Background: an optimization exercise with open tools, aiming at small area and a short achievable clock period. Do not read the settings as production practice. Only the layout flow was run in this run; the RTL was not checked for function there.

### config.mk
export PLATFORM = sky130hd
export DESIGN_NAME = sqrt_16s
export DESIGN_NICKNAME = sqrt_16s
export VERILOG_FILES = /design/flow/design.v
export SDC_FILE = /design/flow/constraint.sdc
export NUM_CORES = 4
export LEC_CHECK = 0
export ABC_AREA = 1
export CAP_MARGIN = 20
export CORE_MARGIN = 2
export CORE_UTILIZATION = 40
export SETUP_SLACK_MARGIN = 1.1
export SLEW_MARGIN = 20
### constraint.sdc
create_clock -name core_clock -period 3.0 [get_ports {clk}]
set_input_delay 0.6000 -clock core_clock [delete_from_list [all_inputs] [get_ports {clk}]]
set_output_delay 0.6000 -clock core_clock [all_outputs]
set_load 0.01 [all_outputs]
### design.v
module sqrt_16s (
    input         clk,
    input  [15:0] data_i,
    input         vld_i,
    output [15:0] data_o,
    output        vld_o
);
    function [4:0] tbl2;
        input [3:0] v;
        case (v)
            4'd0: tbl2 = {2'd0, 3'd0};
            4'd1: tbl2 = {2'd1, 3'd0};
            4'd2: tbl2 = {2'd1, 3'd1};
            4'd3: tbl2 = {2'd1, 3'd2};
            4'd4: tbl2 = {2'd2, 3'd0};
            4'd5: tbl2 = {2'd2, 3'd1};
            4'd6: tbl2 = {2'd2, 3'd2};
            4'd7: tbl2 = {2'd2, 3'd3};
            4'd8: tbl2 = {2'd2, 3'd4};
            4'd9: tbl2 = {2'd3, 3'd0};
            4'd10: tbl2 = {2'd3, 3'd1};
            4'd11: tbl2 = {2'd3, 3'd2};
            4'd12: tbl2 = {2'd3, 3'd3};
            4'd13: tbl2 = {2'd3, 3'd4};
            4'd14: tbl2 = {2'd3, 3'd5};
            4'd15: tbl2 = {2'd3, 3'd6};
            default: tbl2 = 5'bx;
        endcase
    endfunction
    wire [4:0] t2 = tbl2(data_i[15:12]);
    wire [1:0] q2 = t2[4:3];
    wire [2:0] r2 = t2[2:0];
    wire [11:0] x2 = data_i[11:0];
    wire [4:0] a3 = {r2, x2[11:10]};
    wire [4:0] b3 = {1'b0, q2, 2'b01};
    wire [4:0] g3_0 = ~a3 & b3;
    wire [4:0] p3_0 = ~a3 | b3;
    wire g3_1_1 = g3_0[1] | (p3_0[1] & g3_0[0]);
    wire p3_1_1 = p3_0[1] & p3_0[0];
    wire g3_1_3 = g3_0[3] | (p3_0[3] & g3_0[2]);
    wire p3_1_3 = p3_0[3] & p3_0[2];
    wire g3_2_3 = g3_1_3 | (p3_1_3 & g3_1_1);
    wire p3_2_3 = p3_1_3 & p3_1_1;
    wire g3_6_2 = g3_0[2] | (p3_0[2] & g3_1_1);
    wire p3_6_2 = p3_0[2] & p3_1_1;
    wire g3_6_4 = g3_0[4] | (p3_0[4] & g3_2_3);
    wire p3_6_4 = p3_0[4] & p3_2_3;
    wire s3 = g3_6_4;
    wire [3:0] c3 = {g3_6_2, g3_1_1, g3_0[0], 1'b0};
    wire [3:0] r3 = a3[3:0] ^ ({4{~s3}} & (b3[3:0] ^ c3));
    wire [2:0] q3 = {q2, ~s3};
    wire [9:0] x3 = x2[9:0];
    reg  [2:0] q_r3;
    always @(posedge clk) q_r3 <= q3;
    reg  [3:0] r_r3;
    always @(posedge clk) r_r3 <= r3;
    reg  [9:0] x_r3;
    always @(posedge clk) x_r3 <= x3;
    reg  [0:0] v_r3;
    always @(posedge clk) v_r3 <= vld_i;
    wire [5:0] a4 = {r_r3, x_r3[9:8]};
    wire [5:0] b4 = {1'b0, q_r3, 2'b01};
    wire [5:0] g4_0 = ~a4 & b4;
    wire [5:0] p4_0 = ~a4 | b4;
    wire g4_1_1 = g4_0[1] | (p4_0[1] & g4_0[0]);
    wire p4_1_1 = p4_0[1] & p4_0[0];
    wire g4_1_3 = g4_0[3] | (p4_0[3] & g4_0[2]);
    wire p4_1_3 = p4_0[3] & p4_0[2];
    wire g4_1_5 = g4_0[5] | (p4_0[5] & g4_0[4]);
    wire p4_1_5 = p4_0[5] & p4_0[4];
    wire g4_2_3 = g4_1_3 | (p4_1_3 & g4_1_1);
    wire p4_2_3 = p4_1_3 & p4_1_1;
    wire g4_5_5 = g4_1_5 | (p4_1_5 & g4_2_3);
    wire p4_5_5 = p4_1_5 & p4_2_3;
    wire g4_6_2 = g4_0[2] | (p4_0[2] & g4_1_1);
    wire p4_6_2 = p4_0[2] & p4_1_1;
    wire g4_6_4 = g4_0[4] | (p4_0[4] & g4_2_3);
    wire p4_6_4 = p4_0[4] & p4_2_3;
    wire s4 = g4_5_5;
    wire [4:0] c4 = {g4_2_3, g4_6_2, g4_1_1, g4_0[0], 1'b0};
    wire [4:0] r4 = a4[4:0] ^ ({5{~s4}} & (b4[4:0] ^ c4));
    wire [3:0] q4 = {q_r3, ~s4};
    wire [7:0] x4 = x_r3[7:0];
    reg  [3:0] q_r4;
    always @(posedge clk) q_r4 <= q4;
    reg  [4:0] r_r4;
    always @(posedge clk) r_r4 <= r4;
    reg  [7:0] x_r4;
    always @(posedge clk) x_r4 <= x4;
    reg  [0:0] v_r4;
    always @(posedge clk) v_r4 <= v_r3;
    wire [6:0] a5 = {r_r4, x_r4[7:6]};
    wire [6:0] b5 = {1'b0, q_r4, 2'b01};
    wire [6:0] g5_0 = ~a5 & b5;
    wire [6:0] p5_0 = ~a5 | b5;
    wire g5_1_1 = g5_0[1] | (p5_0[1] & g5_0[0]);
    wire p5_1_1 = p5_0[1] & p5_0[0];
    wire g5_1_3 = g5_0[3] | (p5_0[3] & g5_0[2]);
    wire p5_1_3 = p5_0[3] & p5_0[2];
    wire g5_1_5 = g5_0[5] | (p5_0[5] & g5_0[4]);
    wire p5_1_5 = p5_0[5] & p5_0[4];
    wire g5_2_3 = g5_1_3 | (p5_1_3 & g5_1_1);
    wire p5_2_3 = p5_1_3 & p5_1_1;
    wire g5_5_5 = g5_1_5 | (p5_1_5 & g5_2_3);
    wire p5_5_5 = p5_1_5 & p5_2_3;
    wire g5_6_2 = g5_0[2] | (p5_0[2] & g5_1_1);
    wire p5_6_2 = p5_0[2] & p5_1_1;
    wire g5_6_4 = g5_0[4] | (p5_0[4] & g5_2_3);
    wire p5_6_4 = p5_0[4] & p5_2_3;
    wire g5_6_6 = g5_0[6] | (p5_0[6] & g5_5_5);
    wire p5_6_6 = p5_0[6] & p5_5_5;
    wire s5 = g5_6_6;
    wire [5:0] c5 = {g5_6_4, g5_2_3, g5_6_2, g5_1_1, g5_0[0], 1'b0};
    wire [5:0] r5 = a5[5:0] ^ ({6{~s5}} & (b5[5:0] ^ c5));
    wire [4:0] q5 = {q_r4, ~s5};
    wire [5:0] x5 = x_r4[5:0];
    reg  [4:0] q_r5;
    always @(posedge clk) q_r5 <= q5;
    reg  [5:0] r_r5;
    always @(posedge clk) r_r5 <= r5;
    reg  [5:0] x_r5;
    always @(posedge clk) x_r5 <= x5;
    reg  [0:0] v_r5;
    always @(posedge clk) v_r5 <= v_r4;
    wire [7:0] a6 = {r_r5, x_r5[5:4]};
    wire [7:0] b6 = {1'b0, q_r5, 2'b01};
    wire [7:0] g6_0 = ~a6 & b6;
    wire [7:0] p6_0 = ~a6 | b6;
    wire g6_1_1 = g6_0[1] | (p6_0[1] & g6_0[0]);
    wire p6_1_1 = p6_0[1] & p6_0[0];
    wire g6_1_3 = g6_0[3] | (p6_0[3] & g6_0[2]);
    wire p6_1_3 = p6_0[3] & p6_0[2];
    wire g6_1_5 = g6_0[5] | (p6_0[5] & g6_0[4]);
    wire p6_1_5 = p6_0[5] & p6_0[4];
    wire g6_1_7 = g6_0[7] | (p6_0[7] & g6_0[6]);
    wire p6_1_7 = p6_0[7] & p6_0[6];
    wire g6_2_3 = g6_1_3 | (p6_1_3 & g6_1_1);
    wire p6_2_3 = p6_1_3 & p6_1_1;
    wire g6_2_7 = g6_1_7 | (p6_1_7 & g6_1_5);
    wire p6_2_7 = p6_1_7 & p6_1_5;
    wire g6_3_7 = g6_2_7 | (p6_2_7 & g6_2_3);
    wire p6_3_7 = p6_2_7 & p6_2_3;
    wire g6_5_5 = g6_1_5 | (p6_1_5 & g6_2_3);
    wire p6_5_5 = p6_1_5 & p6_2_3;
    wire g6_6_2 = g6_0[2] | (p6_0[2] & g6_1_1);
    wire p6_6_2 = p6_0[2] & p6_1_1;
    wire g6_6_4 = g6_0[4] | (p6_0[4] & g6_2_3);
    wire p6_6_4 = p6_0[4] & p6_2_3;
    wire g6_6_6 = g6_0[6] | (p6_0[6] & g6_5_5);
    wire p6_6_6 = p6_0[6] & p6_5_5;
    wire s6 = g6_3_7;
    wire [6:0] c6 = {g6_5_5, g6_6_4, g6_2_3, g6_6_2, g6_1_1, g6_0[0], 1'b0};
    wire [6:0] r6 = a6[6:0] ^ ({7{~s6}} & (b6[6:0] ^ c6));
    wire [5:0] q6 = {q_r5, ~s6};
    wire [3:0] x6 = x_r5[3:0];
    reg  [5:0] q_r6;
    always @(posedge clk) q_r6 <= q6;
    reg  [6:0] r_r6;
    always @(posedge clk) r_r6 <= r6;
    reg  [3:0] x_r6;
    always @(posedge clk) x_r6 <= x6;
    reg  [0:0] v_r6;
    always @(posedge clk) v_r6 <= v_r5;
    wire [8:0] a7 = {r_r6, x_r6[3:2]};
    wire [8:0] b7 = {1'b0, q_r6, 2'b01};
    wire [8:0] g7_0 = ~a7 & b7;
    wire [8:0] p7_0 = ~a7 | b7;
    wire g7_1_1 = g7_0[1] | (p7_0[1] & g7_0[0]);
    wire p7_1_1 = p7_0[1] & p7_0[0];
    wire g7_1_3 = g7_0[3] | (p7_0[3] & g7_0[2]);
    wire p7_1_3 = p7_0[3] & p7_0[2];
    wire g7_1_5 = g7_0[5] | (p7_0[5] & g7_0[4]);
    wire p7_1_5 = p7_0[5] & p7_0[4];
    wire g7_1_7 = g7_0[7] | (p7_0[7] & g7_0[6]);
    wire p7_1_7 = p7_0[7] & p7_0[6];
    wire g7_2_3 = g7_1_3 | (p7_1_3 & g7_1_1);
    wire p7_2_3 = p7_1_3 & p7_1_1;
    wire g7_2_7 = g7_1_7 | (p7_1_7 & g7_1_5);
    wire p7_2_7 = p7_1_7 & p7_1_5;
    wire g7_3_7 = g7_2_7 | (p7_2_7 & g7_2_3);
    wire p7_3_7 = p7_2_7 & p7_2_3;
    wire g7_7_5 = g7_1_5 | (p7_1_5 & g7_2_3);
    wire p7_7_5 = p7_1_5 & p7_2_3;
    wire g7_8_2 = g7_0[2] | (p7_0[2] & g7_1_1);
    wire p7_8_2 = p7_0[2] & p7_1_1;
    wire g7_8_4 = g7_0[4] | (p7_0[4] & g7_2_3);
    wire p7_8_4 = p7_0[4] & p7_2_3;
    wire g7_8_6 = g7_0[6] | (p7_0[6] & g7_7_5);
    wire p7_8_6 = p7_0[6] & p7_7_5;
    wire g7_8_8 = g7_0[8] | (p7_0[8] & g7_3_7);
    wire p7_8_8 = p7_0[8] & p7_3_7;
    wire s7 = g7_8_8;
    wire [7:0] c7 = {g7_8_6, g7_7_5, g7_8_4, g7_2_3, g7_8_2, g7_1_1, g7_0[0], 1'b0};
    wire [7:0] r7 = a7[7:0] ^ ({8{~s7}} & (b7[7:0] ^ c7));
    wire [6:0] q7 = {q_r6, ~s7};
    wire [1:0] x7 = x_r6[1:0];
    reg  [6:0] q_r7;
    always @(posedge clk) q_r7 <= q7;
    reg  [7:0] r_r7;
    always @(posedge clk) r_r7 <= r7;
    reg  [1:0] x_r7;
    always @(posedge clk) x_r7 <= x7;
    reg  [0:0] v_r7;
    always @(posedge clk) v_r7 <= v_r6;
    wire [9:0] a8 = {r_r7, x_r7[1:0]};
    wire [9:0] b8 = {1'b0, q_r7, 2'b01};
    wire [9:0] g8_0 = ~a8 & b8;
    wire [9:0] p8_0 = ~a8 | b8;
    wire g8_1_1 = g8_0[1] | (p8_0[1] & g8_0[0]);
    wire p8_1_1 = p8_0[1] & p8_0[0];
    wire g8_1_3 = g8_0[3] | (p8_0[3] & g8_0[2]);
    wire p8_1_3 = p8_0[3] & p8_0[2];
    wire g8_1_5 = g8_0[5] | (p8_0[5] & g8_0[4]);
    wire p8_1_5 = p8_0[5] & p8_0[4];
    wire g8_1_7 = g8_0[7] | (p8_0[7] & g8_0[6]);
    wire p8_1_7 = p8_0[7] & p8_0[6];
    wire g8_1_9 = g8_0[9] | (p8_0[9] & g8_0[8]);
    wire p8_1_9 = p8_0[9] & p8_0[8];
    wire g8_2_3 = g8_1_3 | (p8_1_3 & g8_1_1);
    wire p8_2_3 = p8_1_3 & p8_1_1;
    wire g8_2_7 = g8_1_7 | (p8_1_7 & g8_1_5);
    wire p8_2_7 = p8_1_7 & p8_1_5;
    wire g8_3_7 = g8_2_7 | (p8_2_7 & g8_2_3);
    wire p8_3_7 = p8_2_7 & p8_2_3;
    wire g8_7_5 = g8_1_5 | (p8_1_5 & g8_2_3);
    wire p8_7_5 = p8_1_5 & p8_2_3;
    wire g8_7_9 = g8_1_9 | (p8_1_9 & g8_3_7);
    wire p8_7_9 = p8_1_9 & p8_3_7;
    wire g8_8_2 = g8_0[2] | (p8_0[2] & g8_1_1);
    wire p8_8_2 = p8_0[2] & p8_1_1;
    wire g8_8_4 = g8_0[4] | (p8_0[4] & g8_2_3);
    wire p8_8_4 = p8_0[4] & p8_2_3;
    wire g8_8_6 = g8_0[6] | (p8_0[6] & g8_7_5);
    wire p8_8_6 = p8_0[6] & p8_7_5;
    wire g8_8_8 = g8_0[8] | (p8_0[8] & g8_3_7);
    wire p8_8_8 = p8_0[8] & p8_3_7;
    wire s8 = g8_7_9;
    wire [8:0] c8 = {g8_3_7, g8_8_6, g8_7_5, g8_8_4, g8_2_3, g8_8_2, g8_1_1, g8_0[0], 1'b0};
    wire [8:0] r8 = a8[8:0] ^ ({9{~s8}} & (b8[8:0] ^ c8));
    wire [7:0] q8 = {q_r7, ~s8};
    reg  [7:0] q_r8;
    always @(posedge clk) q_r8 <= q8;
    reg  [8:0] r_r8;
    always @(posedge clk) r_r8 <= r8;
    reg  [0:0] v_r8;
    always @(posedge clk) v_r8 <= v_r7;
    wire [10:0] a9 = {r_r8, 2'b00};
    wire [10:0] b9 = {1'b0, q_r8, 2'b01};
    wire [10:0] g9_0 = ~a9 & b9;
    wire [10:0] p9_0 = ~a9 | b9;
    wire g9_1_1 = g9_0[1] | (p9_0[1] & g9_0[0]);
    wire p9_1_1 = p9_0[1] & p9_0[0];
    wire g9_1_3 = g9_0[3] | (p9_0[3] & g9_0[2]);
    wire p9_1_3 = p9_0[3] & p9_0[2];
    wire g9_1_5 = g9_0[5] | (p9_0[5] & g9_0[4]);
    wire p9_1_5 = p9_0[5] & p9_0[4];
    wire g9_1_7 = g9_0[7] | (p9_0[7] & g9_0[6]);
    wire p9_1_7 = p9_0[7] & p9_0[6];
    wire g9_1_9 = g9_0[9] | (p9_0[9] & g9_0[8]);
    wire p9_1_9 = p9_0[9] & p9_0[8];
    wire g9_2_3 = g9_1_3 | (p9_1_3 & g9_1_1);
    wire p9_2_3 = p9_1_3 & p9_1_1;
    wire g9_2_7 = g9_1_7 | (p9_1_7 & g9_1_5);
    wire p9_2_7 = p9_1_7 & p9_1_5;
    wire g9_3_7 = g9_2_7 | (p9_2_7 & g9_2_3);
    wire p9_3_7 = p9_2_7 & p9_2_3;
    wire g9_7_5 = g9_1_5 | (p9_1_5 & g9_2_3);
    wire p9_7_5 = p9_1_5 & p9_2_3;
    wire g9_7_9 = g9_1_9 | (p9_1_9 & g9_3_7);
    wire p9_7_9 = p9_1_9 & p9_3_7;
    wire g9_8_2 = g9_0[2] | (p9_0[2] & g9_1_1);
    wire p9_8_2 = p9_0[2] & p9_1_1;
    wire g9_8_4 = g9_0[4] | (p9_0[4] & g9_2_3);
    wire p9_8_4 = p9_0[4] & p9_2_3;
    wire g9_8_6 = g9_0[6] | (p9_0[6] & g9_7_5);
    wire p9_8_6 = p9_0[6] & p9_7_5;
    wire g9_8_8 = g9_0[8] | (p9_0[8] & g9_3_7);
    wire p9_8_8 = p9_0[8] & p9_3_7;
    wire g9_8_10 = g9_0[10] | (p9_0[10] & g9_7_9);
    wire p9_8_10 = p9_0[10] & p9_7_9;
    wire s9 = g9_8_10;
    wire [9:0] c9 = {g9_8_8, g9_3_7, g9_8_6, g9_7_5, g9_8_4, g9_2_3, g9_8_2, g9_1_1, g9_0[0], 1'b0};
    wire [9:0] r9 = a9[9:0] ^ ({10{~s9}} & (b9[9:0] ^ c9));
    wire [8:0] q9 = {q_r8, ~s9};
    reg  [8:0] q_r9;
    always @(posedge clk) q_r9 <= q9;
    reg  [9:0] r_r9;
    always @(posedge clk) r_r9 <= r9;
    reg  [0:0] v_r9;
    always @(posedge clk) v_r9 <= v_r8;
    wire [11:0] a10 = {r_r9, 2'b00};
    wire [11:0] b10 = {1'b0, q_r9, 2'b01};
    wire [11:0] g10_0 = ~a10 & b10;
    wire [11:0] p10_0 = ~a10 | b10;
    wire g10_1_1 = g10_0[1] | (p10_0[1] & g10_0[0]);
    wire p10_1_1 = p10_0[1] & p10_0[0];
    wire g10_1_3 = g10_0[3] | (p10_0[3] & g10_0[2]);
    wire p10_1_3 = p10_0[3] & p10_0[2];
    wire g10_1_5 = g10_0[5] | (p10_0[5] & g10_0[4]);
    wire p10_1_5 = p10_0[5] & p10_0[4];
    wire g10_1_7 = g10_0[7] | (p10_0[7] & g10_0[6]);
    wire p10_1_7 = p10_0[7] & p10_0[6];
    wire g10_1_9 = g10_0[9] | (p10_0[9] & g10_0[8]);
    wire p10_1_9 = p10_0[9] & p10_0[8];
    wire g10_1_11 = g10_0[11] | (p10_0[11] & g10_0[10]);
    wire p10_1_11 = p10_0[11] & p10_0[10];
    wire g10_2_3 = g10_1_3 | (p10_1_3 & g10_1_1);
    wire p10_2_3 = p10_1_3 & p10_1_1;
    wire g10_2_7 = g10_1_7 | (p10_1_7 & g10_1_5);
    wire p10_2_7 = p10_1_7 & p10_1_5;
    wire g10_2_11 = g10_1_11 | (p10_1_11 & g10_1_9);
    wire p10_2_11 = p10_1_11 & p10_1_9;
    wire g10_3_7 = g10_2_7 | (p10_2_7 & g10_2_3);
    wire p10_3_7 = p10_2_7 & p10_2_3;
    wire g10_6_11 = g10_2_11 | (p10_2_11 & g10_3_7);
    wire p10_6_11 = p10_2_11 & p10_3_7;
    wire g10_7_5 = g10_1_5 | (p10_1_5 & g10_2_3);
    wire p10_7_5 = p10_1_5 & p10_2_3;
    wire g10_7_9 = g10_1_9 | (p10_1_9 & g10_3_7);
    wire p10_7_9 = p10_1_9 & p10_3_7;
    wire g10_8_2 = g10_0[2] | (p10_0[2] & g10_1_1);
    wire p10_8_2 = p10_0[2] & p10_1_1;
    wire g10_8_4 = g10_0[4] | (p10_0[4] & g10_2_3);
    wire p10_8_4 = p10_0[4] & p10_2_3;
    wire g10_8_6 = g10_0[6] | (p10_0[6] & g10_7_5);
    wire p10_8_6 = p10_0[6] & p10_7_5;
    wire g10_8_8 = g10_0[8] | (p10_0[8] & g10_3_7);
    wire p10_8_8 = p10_0[8] & p10_3_7;
    wire g10_8_10 = g10_0[10] | (p10_0[10] & g10_7_9);
    wire p10_8_10 = p10_0[10] & p10_7_9;
    wire s10 = g10_6_11;
    wire [10:0] c10 = {g10_7_9, g10_8_8, g10_3_7, g10_8_6, g10_7_5, g10_8_4, g10_2_3, g10_8_2, g10_1_1, g10_0[0], 1'b0};
    wire [10:0] r10 = a10[10:0] ^ ({11{~s10}} & (b10[10:0] ^ c10));
    wire [9:0] q10 = {q_r9, ~s10};
    reg  [9:0] q_r10;
    always @(posedge clk) q_r10 <= q10;
    reg  [10:0] r_r10;
    always @(posedge clk) r_r10 <= r10;
    reg  [0:0] v_r10;
    always @(posedge clk) v_r10 <= v_r9;
    wire [12:0] a11 = {r_r10, 2'b00};
    wire [12:0] b11 = {1'b0, q_r10, 2'b01};
    wire [12:0] g11_0 = ~a11 & b11;
    wire [12:0] p11_0 = ~a11 | b11;
    wire g11_1_1 = g11_0[1] | (p11_0[1] & g11_0[0]);
    wire p11_1_1 = p11_0[1] & p11_0[0];
    wire g11_1_3 = g11_0[3] | (p11_0[3] & g11_0[2]);
    wire p11_1_3 = p11_0[3] & p11_0[2];
    wire g11_1_5 = g11_0[5] | (p11_0[5] & g11_0[4]);
    wire p11_1_5 = p11_0[5] & p11_0[4];
    wire g11_1_7 = g11_0[7] | (p11_0[7] & g11_0[6]);
    wire p11_1_7 = p11_0[7] & p11_0[6];
    wire g11_1_9 = g11_0[9] | (p11_0[9] & g11_0[8]);
    wire p11_1_9 = p11_0[9] & p11_0[8];
    wire g11_1_11 = g11_0[11] | (p11_0[11] & g11_0[10]);
    wire p11_1_11 = p11_0[11] & p11_0[10];
    wire g11_2_3 = g11_1_3 | (p11_1_3 & g11_1_1);
    wire p11_2_3 = p11_1_3 & p11_1_1;
    wire g11_2_7 = g11_1_7 | (p11_1_7 & g11_1_5);
    wire p11_2_7 = p11_1_7 & p11_1_5;
    wire g11_2_11 = g11_1_11 | (p11_1_11 & g11_1_9);
    wire p11_2_11 = p11_1_11 & p11_1_9;
    wire g11_3_7 = g11_2_7 | (p11_2_7 & g11_2_3);
    wire p11_3_7 = p11_2_7 & p11_2_3;
    wire g11_6_11 = g11_2_11 | (p11_2_11 & g11_3_7);
    wire p11_6_11 = p11_2_11 & p11_3_7;
    wire g11_7_5 = g11_1_5 | (p11_1_5 & g11_2_3);
    wire p11_7_5 = p11_1_5 & p11_2_3;
    wire g11_7_9 = g11_1_9 | (p11_1_9 & g11_3_7);
    wire p11_7_9 = p11_1_9 & p11_3_7;
    wire g11_8_2 = g11_0[2] | (p11_0[2] & g11_1_1);
    wire p11_8_2 = p11_0[2] & p11_1_1;
    wire g11_8_4 = g11_0[4] | (p11_0[4] & g11_2_3);
    wire p11_8_4 = p11_0[4] & p11_2_3;
    wire g11_8_6 = g11_0[6] | (p11_0[6] & g11_7_5);
    wire p11_8_6 = p11_0[6] & p11_7_5;
    wire g11_8_8 = g11_0[8] | (p11_0[8] & g11_3_7);
    wire p11_8_8 = p11_0[8] & p11_3_7;
    wire g11_8_10 = g11_0[10] | (p11_0[10] & g11_7_9);
    wire p11_8_10 = p11_0[10] & p11_7_9;
    wire g11_8_12 = g11_0[12] | (p11_0[12] & g11_6_11);
    wire p11_8_12 = p11_0[12] & p11_6_11;
    wire s11 = g11_8_12;
    wire [11:0] c11 = {g11_8_10, g11_7_9, g11_8_8, g11_3_7, g11_8_6, g11_7_5, g11_8_4, g11_2_3, g11_8_2, g11_1_1, g11_0[0], 1'b0};
    wire [11:0] r11 = a11[11:0] ^ ({12{~s11}} & (b11[11:0] ^ c11));
    wire [10:0] q11 = {q_r10, ~s11};
    reg  [10:0] q_r11;
    always @(posedge clk) q_r11 <= q11;
    reg  [11:0] r_r11;
    always @(posedge clk) r_r11 <= r11;
    reg  [0:0] v_r11;
    always @(posedge clk) v_r11 <= v_r10;
    wire [13:0] a12 = {r_r11, 2'b00};
    wire [13:0] b12 = {1'b0, q_r11, 2'b01};
    wire [13:0] g12_0 = ~a12 & b12;
    wire [13:0] p12_0 = ~a12 | b12;
    wire g12_1_1 = g12_0[1] | (p12_0[1] & g12_0[0]);
    wire p12_1_1 = p12_0[1] & p12_0[0];
    wire g12_1_3 = g12_0[3] | (p12_0[3] & g12_0[2]);
    wire p12_1_3 = p12_0[3] & p12_0[2];
    wire g12_1_5 = g12_0[5] | (p12_0[5] & g12_0[4]);
    wire p12_1_5 = p12_0[5] & p12_0[4];
    wire g12_1_7 = g12_0[7] | (p12_0[7] & g12_0[6]);
    wire p12_1_7 = p12_0[7] & p12_0[6];
    wire g12_1_9 = g12_0[9] | (p12_0[9] & g12_0[8]);
    wire p12_1_9 = p12_0[9] & p12_0[8];
    wire g12_1_11 = g12_0[11] | (p12_0[11] & g12_0[10]);
    wire p12_1_11 = p12_0[11] & p12_0[10];
    wire g12_1_13 = g12_0[13] | (p12_0[13] & g12_0[12]);
    wire p12_1_13 = p12_0[13] & p12_0[12];
    wire g12_2_3 = g12_1_3 | (p12_1_3 & g12_1_1);
    wire p12_2_3 = p12_1_3 & p12_1_1;
    wire g12_2_7 = g12_1_7 | (p12_1_7 & g12_1_5);
    wire p12_2_7 = p12_1_7 & p12_1_5;
    wire g12_2_11 = g12_1_11 | (p12_1_11 & g12_1_9);
    wire p12_2_11 = p12_1_11 & p12_1_9;
    wire g12_3_7 = g12_2_7 | (p12_2_7 & g12_2_3);
    wire p12_3_7 = p12_2_7 & p12_2_3;
    wire g12_6_11 = g12_2_11 | (p12_2_11 & g12_3_7);
    wire p12_6_11 = p12_2_11 & p12_3_7;
    wire g12_7_5 = g12_1_5 | (p12_1_5 & g12_2_3);
    wire p12_7_5 = p12_1_5 & p12_2_3;
    wire g12_7_9 = g12_1_9 | (p12_1_9 & g12_3_7);
    wire p12_7_9 = p12_1_9 & p12_3_7;
    wire g12_7_13 = g12_1_13 | (p12_1_13 & g12_6_11);
    wire p12_7_13 = p12_1_13 & p12_6_11;
    wire g12_8_2 = g12_0[2] | (p12_0[2] & g12_1_1);
    wire p12_8_2 = p12_0[2] & p12_1_1;
    wire g12_8_4 = g12_0[4] | (p12_0[4] & g12_2_3);
    wire p12_8_4 = p12_0[4] & p12_2_3;
    wire g12_8_6 = g12_0[6] | (p12_0[6] & g12_7_5);
    wire p12_8_6 = p12_0[6] & p12_7_5;
    wire g12_8_8 = g12_0[8] | (p12_0[8] & g12_3_7);
    wire p12_8_8 = p12_0[8] & p12_3_7;
    wire g12_8_10 = g12_0[10] | (p12_0[10] & g12_7_9);
    wire p12_8_10 = p12_0[10] & p12_7_9;
    wire g12_8_12 = g12_0[12] | (p12_0[12] & g12_6_11);
    wire p12_8_12 = p12_0[12] & p12_6_11;
    wire s12 = g12_7_13;
    wire [12:0] c12 = {g12_6_11, g12_8_10, g12_7_9, g12_8_8, g12_3_7, g12_8_6, g12_7_5, g12_8_4, g12_2_3, g12_8_2, g12_1_1, g12_0[0], 1'b0};
    wire [12:0] r12 = a12[12:0] ^ ({13{~s12}} & (b12[12:0] ^ c12));
    wire [11:0] q12 = {q_r11, ~s12};
    reg  [11:0] q_r12;
    always @(posedge clk) q_r12 <= q12;
    reg  [12:0] r_r12;
    always @(posedge clk) r_r12 <= r12;
    reg  [0:0] v_r12;
    always @(posedge clk) v_r12 <= v_r11;
    wire [14:0] a13 = {r_r12, 2'b00};
    wire [14:0] b13 = {1'b0, q_r12, 2'b01};
    wire [14:0] g13_0 = ~a13 & b13;
    wire [14:0] p13_0 = ~a13 | b13;
    wire g13_1_1 = g13_0[1] | (p13_0[1] & g13_0[0]);
    wire p13_1_1 = p13_0[1] & p13_0[0];
    wire g13_1_3 = g13_0[3] | (p13_0[3] & g13_0[2]);
    wire p13_1_3 = p13_0[3] & p13_0[2];
    wire g13_1_5 = g13_0[5] | (p13_0[5] & g13_0[4]);
    wire p13_1_5 = p13_0[5] & p13_0[4];
    wire g13_1_7 = g13_0[7] | (p13_0[7] & g13_0[6]);
    wire p13_1_7 = p13_0[7] & p13_0[6];
    wire g13_1_9 = g13_0[9] | (p13_0[9] & g13_0[8]);
    wire p13_1_9 = p13_0[9] & p13_0[8];
    wire g13_1_11 = g13_0[11] | (p13_0[11] & g13_0[10]);
    wire p13_1_11 = p13_0[11] & p13_0[10];
    wire g13_1_13 = g13_0[13] | (p13_0[13] & g13_0[12]);
    wire p13_1_13 = p13_0[13] & p13_0[12];
    wire g13_2_3 = g13_1_3 | (p13_1_3 & g13_1_1);
    wire p13_2_3 = p13_1_3 & p13_1_1;
    wire g13_2_7 = g13_1_7 | (p13_1_7 & g13_1_5);
    wire p13_2_7 = p13_1_7 & p13_1_5;
    wire g13_2_11 = g13_1_11 | (p13_1_11 & g13_1_9);
    wire p13_2_11 = p13_1_11 & p13_1_9;
    wire g13_3_7 = g13_2_7 | (p13_2_7 & g13_2_3);
    wire p13_3_7 = p13_2_7 & p13_2_3;
    wire g13_6_11 = g13_2_11 | (p13_2_11 & g13_3_7);
    wire p13_6_11 = p13_2_11 & p13_3_7;
    wire g13_7_5 = g13_1_5 | (p13_1_5 & g13_2_3);
    wire p13_7_5 = p13_1_5 & p13_2_3;
    wire g13_7_9 = g13_1_9 | (p13_1_9 & g13_3_7);
    wire p13_7_9 = p13_1_9 & p13_3_7;
    wire g13_7_13 = g13_1_13 | (p13_1_13 & g13_6_11);
    wire p13_7_13 = p13_1_13 & p13_6_11;
    wire g13_8_2 = g13_0[2] | (p13_0[2] & g13_1_1);
    wire p13_8_2 = p13_0[2] & p13_1_1;
    wire g13_8_4 = g13_0[4] | (p13_0[4] & g13_2_3);
    wire p13_8_4 = p13_0[4] & p13_2_3;
    wire g13_8_6 = g13_0[6] | (p13_0[6] & g13_7_5);
    wire p13_8_6 = p13_0[6] & p13_7_5;
    wire g13_8_8 = g13_0[8] | (p13_0[8] & g13_3_7);
    wire p13_8_8 = p13_0[8] & p13_3_7;
    wire g13_8_10 = g13_0[10] | (p13_0[10] & g13_7_9);
    wire p13_8_10 = p13_0[10] & p13_7_9;
    wire g13_8_12 = g13_0[12] | (p13_0[12] & g13_6_11);
    wire p13_8_12 = p13_0[12] & p13_6_11;
    wire g13_8_14 = g13_0[14] | (p13_0[14] & g13_7_13);
    wire p13_8_14 = p13_0[14] & p13_7_13;
    wire s13 = g13_8_14;
    wire [13:0] c13 = {g13_8_12, g13_6_11, g13_8_10, g13_7_9, g13_8_8, g13_3_7, g13_8_6, g13_7_5, g13_8_4, g13_2_3, g13_8_2, g13_1_1, g13_0[0], 1'b0};
    wire [13:0] r13 = a13[13:0] ^ ({14{~s13}} & (b13[13:0] ^ c13));
    wire [12:0] q13 = {q_r12, ~s13};
    reg  [12:0] q_r13;
    always @(posedge clk) q_r13 <= q13;
    reg  [13:0] r_r13;
    always @(posedge clk) r_r13 <= r13;
    reg  [0:0] v_r13;
    always @(posedge clk) v_r13 <= v_r12;
    wire [15:0] a14 = {r_r13, 2'b00};
    wire [15:0] b14 = {1'b0, q_r13, 2'b01};
    wire [15:0] g14_0 = ~a14 & b14;
    wire [15:0] p14_0 = ~a14 | b14;
    wire g14_1_1 = g14_0[1] | (p14_0[1] & g14_0[0]);
    wire p14_1_1 = p14_0[1] & p14_0[0];
    wire g14_1_3 = g14_0[3] | (p14_0[3] & g14_0[2]);
    wire p14_1_3 = p14_0[3] & p14_0[2];
    wire g14_1_5 = g14_0[5] | (p14_0[5] & g14_0[4]);
    wire p14_1_5 = p14_0[5] & p14_0[4];
    wire g14_1_7 = g14_0[7] | (p14_0[7] & g14_0[6]);
    wire p14_1_7 = p14_0[7] & p14_0[6];
    wire g14_1_9 = g14_0[9] | (p14_0[9] & g14_0[8]);
    wire p14_1_9 = p14_0[9] & p14_0[8];
    wire g14_1_11 = g14_0[11] | (p14_0[11] & g14_0[10]);
    wire p14_1_11 = p14_0[11] & p14_0[10];
    wire g14_1_13 = g14_0[13] | (p14_0[13] & g14_0[12]);
    wire p14_1_13 = p14_0[13] & p14_0[12];
    wire g14_1_15 = g14_0[15] | (p14_0[15] & g14_0[14]);
    wire p14_1_15 = p14_0[15] & p14_0[14];
    wire g14_2_3 = g14_1_3 | (p14_1_3 & g14_1_1);
    wire p14_2_3 = p14_1_3 & p14_1_1;
    wire g14_2_7 = g14_1_7 | (p14_1_7 & g14_1_5);
    wire p14_2_7 = p14_1_7 & p14_1_5;
    wire g14_2_11 = g14_1_11 | (p14_1_11 & g14_1_9);
    wire p14_2_11 = p14_1_11 & p14_1_9;
    wire g14_2_15 = g14_1_15 | (p14_1_15 & g14_1_13);
    wire p14_2_15 = p14_1_15 & p14_1_13;
    wire g14_3_7 = g14_2_7 | (p14_2_7 & g14_2_3);
    wire p14_3_7 = p14_2_7 & p14_2_3;
    wire g14_3_15 = g14_2_15 | (p14_2_15 & g14_2_11);
    wire p14_3_15 = p14_2_15 & p14_2_11;
    wire g14_4_15 = g14_3_15 | (p14_3_15 & g14_3_7);
    wire p14_4_15 = p14_3_15 & p14_3_7;
    wire g14_6_11 = g14_2_11 | (p14_2_11 & g14_3_7);
    wire p14_6_11 = p14_2_11 & p14_3_7;
    wire g14_7_5 = g14_1_5 | (p14_1_5 & g14_2_3);
    wire p14_7_5 = p14_1_5 & p14_2_3;
    wire g14_7_9 = g14_1_9 | (p14_1_9 & g14_3_7);
    wire p14_7_9 = p14_1_9 & p14_3_7;
    wire g14_7_13 = g14_1_13 | (p14_1_13 & g14_6_11);
    wire p14_7_13 = p14_1_13 & p14_6_11;
    wire g14_8_2 = g14_0[2] | (p14_0[2] & g14_1_1);
    wire p14_8_2 = p14_0[2] & p14_1_1;
    wire g14_8_4 = g14_0[4] | (p14_0[4] & g14_2_3);
    wire p14_8_4 = p14_0[4] & p14_2_3;
    wire g14_8_6 = g14_0[6] | (p14_0[6] & g14_7_5);
    wire p14_8_6 = p14_0[6] & p14_7_5;
    wire g14_8_8 = g14_0[8] | (p14_0[8] & g14_3_7);
    wire p14_8_8 = p14_0[8] & p14_3_7;
    wire g14_8_10 = g14_0[10] | (p14_0[10] & g14_7_9);
    wire p14_8_10 = p14_0[10] & p14_7_9;
    wire g14_8_12 = g14_0[12] | (p14_0[12] & g14_6_11);
    wire p14_8_12 = p14_0[12] & p14_6_11;
    wire g14_8_14 = g14_0[14] | (p14_0[14] & g14_7_13);
    wire p14_8_14 = p14_0[14] & p14_7_13;
    wire s14 = g14_4_15;
    wire [14:0] c14 = {g14_7_13, g14_8_12, g14_6_11, g14_8_10, g14_7_9, g14_8_8, g14_3_7, g14_8_6, g14_7_5, g14_8_4, g14_2_3, g14_8_2, g14_1_1, g14_0[0], 1'b0};
    wire [14:0] r14 = a14[14:0] ^ ({15{~s14}} & (b14[14:0] ^ c14));
    wire [13:0] q14 = {q_r13, ~s14};
    reg  [13:0] q_r14;
    always @(posedge clk) q_r14 <= q14;
    reg  [14:0] r_r14;
    always @(posedge clk) r_r14 <= r14;
    reg  [0:0] v_r14;
    always @(posedge clk) v_r14 <= v_r13;
    wire [16:0] a15 = {r_r14, 2'b00};
    wire [16:0] b15 = {1'b0, q_r14, 2'b01};
    wire [16:0] g15_0 = ~a15 & b15;
    wire [16:0] p15_0 = ~a15 | b15;
    wire g15_1_1 = g15_0[1] | (p15_0[1] & g15_0[0]);
    wire p15_1_1 = p15_0[1] & p15_0[0];
    wire g15_1_3 = g15_0[3] | (p15_0[3] & g15_0[2]);
    wire p15_1_3 = p15_0[3] & p15_0[2];
    wire g15_1_5 = g15_0[5] | (p15_0[5] & g15_0[4]);
    wire p15_1_5 = p15_0[5] & p15_0[4];
    wire g15_1_7 = g15_0[7] | (p15_0[7] & g15_0[6]);
    wire p15_1_7 = p15_0[7] & p15_0[6];
    wire g15_1_9 = g15_0[9] | (p15_0[9] & g15_0[8]);
    wire p15_1_9 = p15_0[9] & p15_0[8];
    wire g15_1_11 = g15_0[11] | (p15_0[11] & g15_0[10]);
    wire p15_1_11 = p15_0[11] & p15_0[10];
    wire g15_1_13 = g15_0[13] | (p15_0[13] & g15_0[12]);
    wire p15_1_13 = p15_0[13] & p15_0[12];
    wire g15_1_15 = g15_0[15] | (p15_0[15] & g15_0[14]);
    wire p15_1_15 = p15_0[15] & p15_0[14];
    wire g15_2_3 = g15_1_3 | (p15_1_3 & g15_1_1);
    wire p15_2_3 = p15_1_3 & p15_1_1;
    wire g15_2_7 = g15_1_7 | (p15_1_7 & g15_1_5);
    wire p15_2_7 = p15_1_7 & p15_1_5;
    wire g15_2_11 = g15_1_11 | (p15_1_11 & g15_1_9);
    wire p15_2_11 = p15_1_11 & p15_1_9;
    wire g15_2_15 = g15_1_15 | (p15_1_15 & g15_1_13);
    wire p15_2_15 = p15_1_15 & p15_1_13;
    wire g15_3_7 = g15_2_7 | (p15_2_7 & g15_2_3);
    wire p15_3_7 = p15_2_7 & p15_2_3;
    wire g15_3_15 = g15_2_15 | (p15_2_15 & g15_2_11);
    wire p15_3_15 = p15_2_15 & p15_2_11;
    wire g15_4_15 = g15_3_15 | (p15_3_15 & g15_3_7);
    wire p15_4_15 = p15_3_15 & p15_3_7;
    wire g15_8_11 = g15_2_11 | (p15_2_11 & g15_3_7);
    wire p15_8_11 = p15_2_11 & p15_3_7;
    wire g15_9_5 = g15_1_5 | (p15_1_5 & g15_2_3);
    wire p15_9_5 = p15_1_5 & p15_2_3;
    wire g15_9_9 = g15_1_9 | (p15_1_9 & g15_3_7);
    wire p15_9_9 = p15_1_9 & p15_3_7;
    wire g15_9_13 = g15_1_13 | (p15_1_13 & g15_8_11);
    wire p15_9_13 = p15_1_13 & p15_8_11;
    wire g15_10_2 = g15_0[2] | (p15_0[2] & g15_1_1);
    wire p15_10_2 = p15_0[2] & p15_1_1;
    wire g15_10_4 = g15_0[4] | (p15_0[4] & g15_2_3);
    wire p15_10_4 = p15_0[4] & p15_2_3;
    wire g15_10_6 = g15_0[6] | (p15_0[6] & g15_9_5);
    wire p15_10_6 = p15_0[6] & p15_9_5;
    wire g15_10_8 = g15_0[8] | (p15_0[8] & g15_3_7);
    wire p15_10_8 = p15_0[8] & p15_3_7;
    wire g15_10_10 = g15_0[10] | (p15_0[10] & g15_9_9);
    wire p15_10_10 = p15_0[10] & p15_9_9;
    wire g15_10_12 = g15_0[12] | (p15_0[12] & g15_8_11);
    wire p15_10_12 = p15_0[12] & p15_8_11;
    wire g15_10_14 = g15_0[14] | (p15_0[14] & g15_9_13);
    wire p15_10_14 = p15_0[14] & p15_9_13;
    wire g15_10_16 = g15_0[16] | (p15_0[16] & g15_4_15);
    wire p15_10_16 = p15_0[16] & p15_4_15;
    wire s15 = g15_10_16;
    wire [15:0] c15 = {g15_10_14, g15_9_13, g15_10_12, g15_8_11, g15_10_10, g15_9_9, g15_10_8, g15_3_7, g15_10_6, g15_9_5, g15_10_4, g15_2_3, g15_10_2, g15_1_1, g15_0[0], 1'b0};
    wire [15:0] r15 = a15[15:0] ^ ({16{~s15}} & (b15[15:0] ^ c15));
    wire [14:0] q15 = {q_r14, ~s15};
    reg  [14:0] q_r15;
    always @(posedge clk) q_r15 <= q15;
    reg  [15:0] r_r15;
    always @(posedge clk) r_r15 <= r15;
    reg  [0:0] v_r15;
    always @(posedge clk) v_r15 <= v_r14;
    wire [17:0] a16 = {r_r15, 2'b00};
    wire [17:0] b16 = {1'b0, q_r15, 2'b01};
    wire [17:0] g16_0 = ~a16 & b16;
    wire [17:0] p16_0 = ~a16 | b16;
    wire g16_1_1 = g16_0[1] | (p16_0[1] & g16_0[0]);
    wire p16_1_1 = p16_0[1] & p16_0[0];
    wire g16_1_3 = g16_0[3] | (p16_0[3] & g16_0[2]);
    wire p16_1_3 = p16_0[3] & p16_0[2];
    wire g16_1_5 = g16_0[5] | (p16_0[5] & g16_0[4]);
    wire p16_1_5 = p16_0[5] & p16_0[4];
    wire g16_1_7 = g16_0[7] | (p16_0[7] & g16_0[6]);
    wire p16_1_7 = p16_0[7] & p16_0[6];
    wire g16_1_9 = g16_0[9] | (p16_0[9] & g16_0[8]);
    wire p16_1_9 = p16_0[9] & p16_0[8];
    wire g16_1_11 = g16_0[11] | (p16_0[11] & g16_0[10]);
    wire p16_1_11 = p16_0[11] & p16_0[10];
    wire g16_1_13 = g16_0[13] | (p16_0[13] & g16_0[12]);
    wire p16_1_13 = p16_0[13] & p16_0[12];
    wire g16_1_15 = g16_0[15] | (p16_0[15] & g16_0[14]);
    wire p16_1_15 = p16_0[15] & p16_0[14];
    wire g16_1_17 = g16_0[17] | (p16_0[17] & g16_0[16]);
    wire p16_1_17 = p16_0[17] & p16_0[16];
    wire g16_2_3 = g16_1_3 | (p16_1_3 & g16_1_1);
    wire p16_2_3 = p16_1_3 & p16_1_1;
    wire g16_2_7 = g16_1_7 | (p16_1_7 & g16_1_5);
    wire p16_2_7 = p16_1_7 & p16_1_5;
    wire g16_2_11 = g16_1_11 | (p16_1_11 & g16_1_9);
    wire p16_2_11 = p16_1_11 & p16_1_9;
    wire g16_2_15 = g16_1_15 | (p16_1_15 & g16_1_13);
    wire p16_2_15 = p16_1_15 & p16_1_13;
    wire g16_3_7 = g16_2_7 | (p16_2_7 & g16_2_3);
    wire p16_3_7 = p16_2_7 & p16_2_3;
    wire g16_3_15 = g16_2_15 | (p16_2_15 & g16_2_11);
    wire p16_3_15 = p16_2_15 & p16_2_11;
    wire g16_4_15 = g16_3_15 | (p16_3_15 & g16_3_7);
    wire p16_4_15 = p16_3_15 & p16_3_7;
    wire g16_8_11 = g16_2_11 | (p16_2_11 & g16_3_7);
    wire p16_8_11 = p16_2_11 & p16_3_7;
    wire g16_9_5 = g16_1_5 | (p16_1_5 & g16_2_3);
    wire p16_9_5 = p16_1_5 & p16_2_3;
    wire g16_9_9 = g16_1_9 | (p16_1_9 & g16_3_7);
    wire p16_9_9 = p16_1_9 & p16_3_7;
    wire g16_9_13 = g16_1_13 | (p16_1_13 & g16_8_11);
    wire p16_9_13 = p16_1_13 & p16_8_11;
    wire g16_9_17 = g16_1_17 | (p16_1_17 & g16_4_15);
    wire p16_9_17 = p16_1_17 & p16_4_15;
    wire g16_10_2 = g16_0[2] | (p16_0[2] & g16_1_1);
    wire p16_10_2 = p16_0[2] & p16_1_1;
    wire g16_10_4 = g16_0[4] | (p16_0[4] & g16_2_3);
    wire p16_10_4 = p16_0[4] & p16_2_3;
    wire g16_10_6 = g16_0[6] | (p16_0[6] & g16_9_5);
    wire p16_10_6 = p16_0[6] & p16_9_5;
    wire g16_10_8 = g16_0[8] | (p16_0[8] & g16_3_7);
    wire p16_10_8 = p16_0[8] & p16_3_7;
    wire g16_10_10 = g16_0[10] | (p16_0[10] & g16_9_9);
    wire p16_10_10 = p16_0[10] & p16_9_9;
    wire g16_10_12 = g16_0[12] | (p16_0[12] & g16_8_11);
    wire p16_10_12 = p16_0[12] & p16_8_11;
    wire g16_10_14 = g16_0[14] | (p16_0[14] & g16_9_13);
    wire p16_10_14 = p16_0[14] & p16_9_13;
    wire g16_10_16 = g16_0[16] | (p16_0[16] & g16_4_15);
    wire p16_10_16 = p16_0[16] & p16_4_15;
    wire s16 = g16_9_17;
    wire [15:0] q16 = {q_r15, ~s16};
    reg  [15:0] q_r16;
    always @(posedge clk) q_r16 <= q16;
    reg  [0:0] v_r16;
    always @(posedge clk) v_r16 <= v_r15;
    assign data_o = q_r16;
    assign vld_o  = v_r16;
endmodule
### flow/run.sh
#!/bin/bash
# The standard layout (the standard.sh: ORFS synthesis to final), with buf_2
# cells as the port buffers and a clock tree of clkbuf_8 without dummy loads.
bash standard.sh \
  "BUFFER_PORTS_ARGS=-buffer_cell sky130_fd_sc_hd__buf_2" \
  "CTS_ARGS=-sink_clustering_enable -repair_clock_nets -dont_use_dummy_load -buf_list sky130_fd_sc_hd__clkbuf_8 -sink_clustering_size 14 -sink_clustering_max_diameter 50" \
  finish > standard.log 2>&1
### standard.sh
#!/bin/bash
# synth_recipe.tcl (not shown) runs the flow's synth.tcl, then flattens the netlist and writes it again
# the make line also repeats each setting of config.mk as NAME=value (left out here)
make -C /OpenROAD-flow-scripts/flow DESIGN_CONFIG=/design/flow/config.mk WORK_HOME=/design/flow/orfs CLKGATE_MAP_FILE= SYNTH_SCRIPT=/design/flow/synth_recipe.tcl "${@:-finish}"
==> flow_metrics.env <==
export IMPL_setup_tns_ps=0
export IMPL_worst_ep_required_time_ps=3410
export IMPL_hold_viol=0
export IMPL_min_period_ps=1780
export IMPL_cts_htree_levels=2
export IMPL_gp_congestion=0.766
export IMPL_ant_nets=0
export IMPL_setup_viol=0
export IMPL_synth_edf_count=0
export IMPL_rr_worst_depth=11
export IMPL_ys_seq_area_share_pct=50.3
export IMPL_final_cells=1870
export IMPL_drive_gt1_share_pct=12.8
export IMPL_syn_inst=1420
export IMPL_nets=1516
export IMPL_grt_pass1_vias=7951
export IMPL_coreArea_um2=28700
export IMPL_startpoint_type="input port"
export IMPL_routed_wl_um=18100
export IMPL_final_cell_area_um2=12900
export IMPL_vias=8333
export IMPL_cts_tree="built"
export IMPL_dieArea_um2=30500
export IMPL_dp_cells=1832
export IMPL_io_buffers=34
export IMPL_slowest_delay_ps=310
export IMPL_clk_insertion_delay_late_ps=530
export IMPL_final_common_cell="nand2_1"
export IMPL_yosys_warnings=1
export IMPL_final_cell_mix="nand2_1, dfxtp_1, inv_1"
export IMPL_grt_pass1_wl_um=32000
export IMPL_critPathArrivalTime_ps=2190
export IMPL_syn_to_final_growth_pct=10.3
export IMPL_num_io_pins=35
export IMPL_synth_ff_type="dfxtp_1"
export IMPL_drtIter0Drc=273
export IMPL_period_share_pct=59.2
export IMPL_path_delay_family="simple AND/OR/NAND/NOR gates"
export IMPL_synth_cell_types=50
export IMPL_hp_class="in2reg"
export IMPL_multi_input_area_um2=4870
export IMPL_end_kind="flop"
export IMPL_hp_start="data_i[7]"
export IMPL_placementRows=62
export IMPL_r2r_start="q_r7[0]"
export IMPL_crit_chain="buf_2 > inv_12 > ha_4 > o21a_1 > nand2_1 > a21oi_1 > or2_1 > nand2_1 > nand3_2 > ha_4 > inv_2"
export IMPL_fin_ws_ps=1220
export IMPL_r2r_slack_ps=1250
export IMPL_r2r_end="r_r8[1]"
export IMPL_min_path_cells=1
export IMPL_syn_nets=1448
export IMPL_antenna_found_initial=0
export IMPL_worst_path_buf_inv=3
export IMPL_status="timing/DRC/antenna clean"
export IMPL_hold_ws_ps=161
export IMPL_seq_area_um2=5870
export IMPL_rsz0062_at_grt="true"
export IMPL_drv_cap=0
export IMPL_slowest_stage="ha_4"
export IMPL_fmax_mhz=563
export IMPL_syn_cell_area_um2=11700
export IMPL_cts_root_buffer="clkbuf_8"
export IMPL_die_h_um=175
export IMPL_worst_path_max_fanout=4
export IMPL_overflow=0
export IMPL_cts_path_max_buffers=3
export IMPL_cts_sinks=293
export IMPL_syn_area_per_cell_um2=8.21
export IMPL_clk_pin_slew_ps=80
export IMPL_hpwl_um=13700
export IMPL_ys_ff_latch=293
export IMPL_worst_setup_path_type="in2reg"
export IMPL_skew_ps=59.4
export IMPL_track_usage_pct=12.3
export IMPL_place_area_um2=12300
export IMPL_num_fill_cells=2790
export IMPL_maxSlewViolCount=0
export IMPL_wire_per_inst_um=9.69
export IMPL_diodes=0
export IMPL_max_slew_margin_pct=60.3
export IMPL_avgViaCountPerCell=4.46
export IMPL_place_ws_ps=665
export IMPL_tightest_slew_ps=595
export IMPL_cts_buffers=35
export IMPL_final_util_pct=44.8
export IMPL_start_util_pct=40.6
export IMPL_route_detailed_drc=0
export IMPL_drt_first_pass_iters=9
export IMPL_die_w_um=175
export IMPL_grt_max_degree=17
export IMPL_hold_end="x_r3[7]"
export IMPL_synthArstFlopShare_pct=0
-- timing repair --
action,in CTS,in global routing
resized for setup,0,21
endpoints found under the setup margin,0,29
buffers inserted,0,3
hold buffers,0,0
-- worst max-delay path by stage --
stage / startpoint / end / cells after the start
floorplan: data_i[13] / r_r3[1] / 10
global placement: data_i[13] / r_r3[1] / 11
global route: x_r5[4] / r_r6[1] / 10
finish: data_i[13] / r_r3[0] / 11
CTS: r_r11[5] / r_r12[4] / 12
detailed placement: data_i[13] / r_r3[1] / 11
-- cell usage after synthesis (3+ instances only) --
cell type  instances  area, um2
nor2_2             5       31.3
nand2_1          328       1230
a221oi_1           4       35.0
o22ai_1            4       25.0
nand4_1           16        100
nand3b_1          11       82.6
inv_2             13       48.8
nand2_4            4       45.0
ha_1              10        125
o21ai_2            4       35.0
a21oi_2            7       61.3
o21ai_0           60        300
nor3_1             4       20.0
nor2_1            77        289
xnor2_1           21        184
nand2_2           24        150
o21ai_1           10       50.1
xor2_1            94        823
dfxtp_1          293       5870
nand3_1           89        445
nand3_2           16        160
buf_6              3       33.8
or2_1              7       43.8
inv_1            236        886
o211ai_1           3       22.5
a21oi_1           33        165
or2_2             14       87.6
-- registers in the layout, indices dropped and copies added (netlist names), 7 cells and up --
register  cells
q_r12        12
r_r14        13
q_r13        13
q_r9          9
x_r4          8
r_r8          9
r_r9          8
q_r14        14
q_r15        15
r_r10         9
r_r15        14
q_r10        10
q_r8          8
q_r11        11
x_r3         10
r_r11        10
r_r13        12
q_r16        16
r_r12        11
q_r7          7
r_r7          8
r_r6          7
-- routing by layer --
layer	vias to the layer above	share of wire [%]	global-route usage, %
met3	59	4.0	3.33
met4	0	3.9	5.49
met1	3669	40	12.3
li1	4492	-	-
met2	113	52	23.7
met5	-	0	0
-- kinds of logic after synthesis --
kind of cell | share of synthesized area [%]
buffers and inverters | 8.70
xor gates and xnor gates | 8.78
DFF | 50.3
AOI/OAI and AO/OA | 7.22
and+or+nand+nor | 23.6
adders and majority gates | 1.44
-- area by class of cell --
class / instances / area share, %
flip-flops and latches: 293 / 45.7
multi-input cells: 871 / 37.9
inverters: 250 / 7.51
clock buffers: 35 / 3.74
well taps: 384 / 3.73
repair buffers: 37 / 1.50

==> what the ideal ports hide <==
The flow's constraints put no driver on any port. The routed layout listed below was extracted and timed again, unchanged, in two steps.
Step 1, drivers: a clkbuf_16 drives clk and a buf_2 each remaining input, both assumed.
Step 2, shift: input delay + t, output delay - t, t = (earliest + latest rising clock arrival at the registers) / 2. This alone moves slack from input paths to output paths.
Slacks: ideal / step 1 / step 2; pairs: ideal / step 1.
shift t [ns]: 0.550
setup slack, ns: 1.224 / 1.245 / 0.695
slew at the worst register clock pin (ns): 0.08 / 0.08
After both steps this run still meets setup and hold. The setup slack of this run moves by +0.021 ns with the drivers and by -0.529 ns with both steps.
